Source: an optimization exercise on an open RTL-to-GDS flow (aim: small area, a short achievable clock period and few clock cycles). Production flows keep margins and buffers that such runs may drop.
In this exercise RTL edits were held to simulation tests only and were not proved equivalent to the original.
Power is estimated from default activity; no workload was simulated.

==> run a: inputs <==
## CHIP
module CHIP (	clk,
				rst_n,
				mem_read_D,
				mem_write_D,
				mem_addr_D,
				mem_wdata_D,
				mem_rdata_D,
				mem_ready_D,
				mem_read_I,
				mem_write_I,
				mem_addr_I,
				mem_wdata_I,
				mem_rdata_I,
				mem_ready_I,
				DCACHE_addr,
				DCACHE_wdata,
				DCACHE_wen
			);
clock: 10.0 ns
lec_check: 0
cap_margin: 20
core_margin: 2
core_utilization: 40
place_density: 0.6
setup_slack_margin: 5
slew_margin: 20
run.sh (not shown) runs the stock make flow with config.mk's settings and CLKGATE_MAP_FILE= SYNTH_SCRIPT=/design/flow/synth_recipe.tcl, a recipe that flattens the netlist after the stock synthesis.
==> inputs of run b, as changes to run a <==
--- a/flow/design.v
+++ b/flow/design.v
@@ -38,11 +38,11 @@
 wire [8:0]  if_coff;
 wire        if_ptk;
 wire        d_ren;
 wire [31:0] d_rdata;
 wire        d_stall;
-wire [5:0]  d_nset;
+wire [3:0]  d_nset;
 wire        ld_kill, ld_pend, ld_done, ld_busy;
 wire [31:0] ld_ddata;
 	RISCV_Pipeline i_RISCV(
 		.clk        (clk),
 		.rst_n      (rst_n),
@@ -111,11 +111,11 @@
     input      [8:0]   if_coff,
     input              if_ptk,
     output             d_ren,
     output             d_wen,
     output     [29:0]  d_addr,
-    output     [5:0]   d_nset,      
+    output     [3:0]   d_nset,      
     output     [31:0]  d_wdata,
     input      [31:0]  d_rdata,
     input              d_stall,
     input              ld_kill,     
     input              ld_pend,     
@@ -242,11 +242,11 @@
                 pp[k] = pp[k] & pp[k-dd];
             end
         sum = (x ^ yy) ^ {pg[30:0], e_sub};
     end
     wire [7:0]  lsum = x[7:0] + e_imm[7:0];          
-    assign d_nset = lsum[7:2];
+    assign d_nset = lsum[7:4];
     wire        lt   = (x[31] ^ yy[31] ^ e_sub) ? x[31] : sum[31];
     wire        shl  = (e_f3 == 3'b001);
     reg  [31:0] xr;
     always @(*) for (k = 0; k < 32; k = k + 1) xr[k] = x[31-k];
     wire [31:0] sin  = shl ? xr : x;
@@ -398,11 +398,11 @@
     input              clk,
     input              rst_n,
     input              proc_read,
     input              proc_write,
     input      [29:0]  proc_addr,
-    input      [5:0]   proc_nset,    
+    input      [3:0]   proc_nset,    
     input      [31:0]  proc_wdata,
     output     [31:0]  proc_rdata,
     output             proc_stall,
     output             ld_kill,
     output             ld_pend,
@@ -443,11 +443,11 @@
         end
     endfunction
     wire [27:0]   line = proc_addr[29:2];
     wire [1:0]    wsel = proc_addr[1:0];
     wire [IW-1:0] set  = line[IW-1:0];
-    wire [IW-1:0] nset = proc_nset[IW+1:2];
+    wire [IW-1:0] nset = proc_nset[IW-1:0];
     wire          acc  = proc_read || proc_write;
     reg  [RB-1:0] dreg;              
     wire          inreg = line[27:IW+LT] == dreg;
     wire [TW-1:0] ltag  = line[IW+LT-1:IW];
     reg  [TW-1:0] mt  [0:W-1];
@@ -472,56 +472,35 @@
     reg  [IW+LT-1:0] pf_addr;      
     reg  [IW+1:0] pf_l;
     reg          pq_v;               
     reg  [IW+LT-1:0] pq_addr;
     reg  [IW+1:0] pq_l;
-    reg  [127:0] wbuf  [0:1];
-    reg  [27:0]  waddr [0:1];
-    reg  [1:0]   wb_v;
-    reg          wb_h;               
+    reg  [127:0] wbuf;
+    reg  [27:0]  waddr;
+    reg          wbuf_v;
     reg          vc_v;               
     reg  [IW+1:0] vc_l;
-    reg          vc_s;               
-    wire         wb_full = &wb_v;
-    wire         wb_any  = |wb_v;
-    wire         wb_t    = wb_any ? !wb_h : wb_h;     
-    wire         wbuf_v  = wb_any;
     reg           sp_v;
     reg  [IW+1:0] sp_l;
     reg  [1:0]    sp_w;
     reg  [31:0]   sp_d;
     wire          fwd_fill = rd_act && mem_ready && pf_l == hl;
-    reg  [3:0]    r_ws;
-    reg  [S-1:0]  r_so;
-    reg  [31:0]   rdm;
-    reg  [31:0]   rdw [0:W-1];
-    integer       s2;
-    always @(*) begin
-        rdm = 32'd0;
-        for (j = 0; j < 4; j = j + 1)
-            if (r_ws[j]) rdm = rdm | mem_rdata[32*j +: 32];
-        for (w = 0; w < W; w = w + 1) begin
-            rdw[w] = 32'd0;
-            for (s2 = 0; s2 < S; s2 = s2 + 1)
-                for (j = 0; j < 4; j = j + 1)
-                    if (r_so[s2] && r_ws[j]) rdw[w] = rdw[w] | data[4*(S*w+s2)+j];
-        end
-    end
+    wire [31:0]   rdm = mem_rdata[32*wsel +: 32];
     reg  [31:0]   rdata;
     always @(*) begin
         rdata = 32'd0;
         for (w = 0; w < W; w = w + 1)
             if (h[w])
                 rdata = rdata |
                     (!wvs[w] ? rdm :
                      (sp_v && sp_l == {w[1:0], set} && sp_w == wsel) ? sp_d :
-                     rdw[w]);
+                     data[{w[1:0], set, wsel}]);
     end
     assign proc_rdata = rdata;
     wire sp_hold    = sp_v && rd_act && mem_ready && (sp_l != pf_l);
     wire vict_dirty = m_vd;
-    wire alloc_ok   = !pq_v && !(vict_dirty && wb_full) && !(sp_v && sp_l == vl) &&
+    wire alloc_ok   = !pq_v && !(vict_dirty && wbuf_v) && !(sp_v && sp_l == vl) &&
                       !(pf_v && pf_l == vl);
     wire alloc      = acc && !tmatch && inreg && alloc_ok && !(proc_write && sp_hold);
     wire          oreg  = acc && !inreg;
     wire          quiet = !pf_v && !pq_v && !dl_v && !sp_v && !vc_v;
     wire [N-1:0]  dl_lines = valid & dirty;
@@ -531,11 +510,11 @@
         ev_l = {(IW+2){1'b0}};
         for (i = N - 1; i >= 0; i = i - 1)
             if (dl_lines[i]) ev_l = i;
     end
     wire          rmove = oreg && quiet && !any_d;
-    wire          evict = oreg && quiet && any_d && !wb_full;
+    wire          evict = oreg && quiet && any_d && !wbuf_v;
     reg          dl_v;
     reg  [1:0]   dl_w;
     reg  [IW+1:0] dl_l;
     wire         defer = proc_read && !dl_v && !ld_busy &&
                          (tmatch ? (!(|(h & wvs)) && !fwd_fill) : alloc);
@@ -553,20 +532,18 @@
     wire wdone   = wr_act && mem_ready;
     wire free    = !(rd_act || wr_act) || mem_ready;
     wire a_free  = !pf_v || rdone;
     wire [27:0] rd_line = {dreg, (pf_v && !pf_iss) ? pf_addr : pq_v ? pq_addr : line[IW+LT-1:0]};
     wire rd_want = (pf_v && !pf_iss) || (a_free && (pq_v || alloc));
-    wire rd_ok   = !((wb_v[0] && !(wdone && !wb_h) && waddr[0] == rd_line) ||
-                     (wb_v[1] && !(wdone &&  wb_h) && waddr[1] == rd_line));
+    wire rd_ok   = !wbuf_v || wdone || (waddr != rd_line);
     wire go_rd   = free && rd_want && rd_ok;
-    wire wb_next = wdone ? wb_v[!wb_h] : wb_v[wb_h];   
-    wire go_wr   = free && !go_rd && wb_next;
+    wire go_wr   = free && !go_rd && wbuf_v && !wdone;
     assign mem_read  = rd_act;
     assign mem_write = wr_act;
     reg  [27:0] maddr;
     assign mem_addr  = maddr;
-    assign mem_wdata = wbuf[wb_h];
+    assign mem_wdata = wbuf;
     reg [N-1:0] valid_n;
     always @(*) begin
         valid_n = valid;
         if (rmove) valid_n = {N{1'b0}};
         if (evict) valid_n[ev_l] = 1'b0;
@@ -590,12 +567,11 @@
     wire vdN = vd_n[{vwN, nset}];
     always @(posedge clk or negedge rst_n) begin
         if (!rst_n) begin
             rd_act <= 1'b0;
             wr_act <= 1'b0;
-            wb_v   <= 2'b00;
-            wb_h   <= 1'b0;
+            wbuf_v <= 1'b0;
             pf_v   <= 1'b0;
             pf_iss <= 1'b0;
             pq_v   <= 1'b0;
             sp_v   <= 1'b0;
             vc_v   <= 1'b0;
@@ -616,20 +592,17 @@
             for (w = 0; w < W; w = w + 1)
                 mv[w] <= proc_stall ? valid_n[{w[1:0], set}] : valid_n[{w[1:0], nset}];
             valid <= valid_n;
             if (evict) begin
                 dirty[ev_l] <= 1'b0;
-                wb_v[wb_t]  <= 1'b1;
+                wbuf_v      <= 1'b1;
             end
             if (free) begin
                 rd_act <= go_rd;
                 wr_act <= go_wr;
             end
-            if (wdone) begin
-                wb_v[wb_h] <= 1'b0;
-                wb_h       <= !wb_h;
-            end
+            if (wdone) wbuf_v <= 1'b0;
             if (a_free) begin
                 pf_v   <= pq_v || alloc;
                 pf_iss <= go_rd;
                 pq_v   <= pq_v && alloc;
             end else begin
@@ -639,11 +612,11 @@
             sp_v <= st_do || sp_hold;
             vc_v <= (alloc && vict_dirty) || evict;
             for (i = 0; i < S; i = i + 1) plru[i] <= plru_n[i];
             if (alloc) begin
                 dirty[vl] <= proc_write;
-                if (vict_dirty) wb_v[wb_t] <= 1'b1;
+                if (vict_dirty) wbuf_v <= 1'b1;
             end else if (st_do) begin
                 dirty[hl] <= 1'b1;
             end
         end
     end
@@ -682,14 +655,10 @@
                 mt_n[w] = (alloc && vl == ln) ? ltag : (ta_v && ta_l == ln) ? ta_t : tag[ln];
             mwv_n[w] = proc_stall ? wv_n[ls] : wv_n[ln];
         end
     end
     always @(posedge clk) begin
-        if (!proc_stall) begin
-            r_ws <= 4'b0001 << proc_nset[1:0];
-            r_so <= {{(S-1){1'b0}}, 1'b1} << nset;
-        end
         for (w = 0; w < W; w = w + 1) begin
             mt[w]  <= mt_n[w];
             mwv[w] <= mwv_n[w];
         end
         ta_l <= vl;
@@ -699,11 +668,11 @@
         if (defer) begin
             dl_w <= wsel;
             dl_l <= al;
         end
         if (go_rd) maddr <= rd_line;
-        else if (go_wr) maddr <= wdone ? waddr[!wb_h] : waddr[wb_h];
+        else if (go_wr) maddr <= waddr;
         if (a_free) begin
             if (pq_v) begin
                 pf_addr <= pq_addr;
                 pf_l    <= pq_l;
             end else begin
@@ -714,20 +683,18 @@
         if (alloc) begin
             pq_addr  <= line[IW+LT-1:0];
             pq_l     <= vl;
         end
         if (alloc && vict_dirty) begin
-            waddr[wb_t] <= {dreg, tag[vl], set};
+            waddr    <= {dreg, tag[vl], set};
             vc_l     <= vl;
-            vc_s     <= wb_t;
         end else if (evict) begin
-            waddr[wb_t] <= {dreg, tag[ev_l], ev_l[IW-1:0]};
+            waddr    <= {dreg, tag[ev_l], ev_l[IW-1:0]};
             vc_l     <= ev_l;
-            vc_s     <= wb_t;
         end
         if (vc_v)
-            wbuf[vc_s] <= {data[{vc_l, 2'd3}], data[{vc_l, 2'd2}], data[{vc_l, 2'd1}], data[{vc_l, 2'd0}]};
+            wbuf <= {data[{vc_l, 2'd3}], data[{vc_l, 2'd2}], data[{vc_l, 2'd1}], data[{vc_l, 2'd0}]};
         if (st_do && !sp_hold) begin
             sp_l <= al;
             sp_w <= wsel;
             sp_d <= proc_wdata;
         end
- CORE_UTILIZATION: 40 -> 60
- PLACE_DENSITY: 0.6 -> 0.75
==> summary of the runs <==
- Run a finished with timing, DRC and antenna clean. Run b completed without violations.
- In run b the via count is larger than in run a, by 2.9%.
- In run a the clock skew is higher than in run b, by 0.043 ns.
- Against run b, the synthesized cell count of run a is larger by about 1.6%.
- Against run b, the first-iteration DRC count of run a is smaller by 27%.
- In run b the sequential power is lower than in run a, by about 3%.
- In run b the utilization is higher than in run a, by 22 points.
- Between run a and run b, the lower combinational power is in run b (gap about 3%, measured against run b).
- Against run a, the non-clock buffer count of run b is higher by 28.
- Of run a and run b, run a has the higher final area (gap about 4%, measured against run b).
==> figures <==
| item | run b | run a |
|---|---|---|
| Non-clock buffering overhead in the final layout | 0.0395 | 0.0363 |
| Crit path arrival time | 6.20 ns | 5.66 ns |
| Number of core rows | 210 | 260 |
| Synthesized area divided by synthesized cell count | 14.7 um^2 | 14.8 um^2 |
| Result of the run | no timing/DRC/antenna violations | no timing/DRC/antenna violations |
| Maximum fanout count along the critical path | 29 | 41 |
| Total number of sequential cells | 3978 | 4144 |
| Total power after layout | 0.0383 W | 0.0397 W |
| Routed Wire Length | 714 mm | 727 mm |
| Peak supply drop | 232 uV | 175 uV |
| Met2 layer wire length in the routed design | 308 mm | 331 mm |
| Count of non-CTS inverters in the layout | 184 | 245 |
| Max incr delay on CP | 0.79 ns | 1.01 ns |
| Synth Warn # | 14 | 15 |
| Placeable Area | 0.327 mm^2 | 0.502 mm^2 |
| Worst path required time | 10.80 ns | 10.68 ns |
| Number of clock buffers in the layout | 508 | 567 |
| Number of buffers and inverters on the critical path | 5 | 2 |
| Xor and xnor fraction of the mapped netlist area | 0.0269 | 0.0281 |
Testbench counts of run a, summed over its fixed seeds: cycles 12,235.
Testbench counts of run b, summed over its fixed seeds: cycles 12,711.

-- separate check: timing with driven ports --
The flow's constraints put no driver on any port. The routed layouts listed below were extracted and timed again, unchanged, in two steps.
Step 1 assumes that a clkbuf_16 drives the clock port and a buf_2 every other input.
Step 2 adds t to the input delays and takes it off the output delays; t is the mean of the earliest and latest rising clock arrival at the registers after step 1. Input paths then give back, and output paths get back, about the clock's delay inside the block.
Three values: no drivers, after step 1, after step 2; two values: the first two.
run | t, ns | setup slack, ns | latest minus earliest clock arrival (ns)
run a | 1.110 | 5.021 / 4.954 / 4.029 | 0.166 / 0.166
run b | 1.092 | 4.598 / 4.598 / 4.017 | 0.107 / 0.108
After both steps every run listed still meets setup and hold. For run a, which loses most, drivers alone change the setup slack by -0.067 ns; drivers and shift together by -0.992 ns.
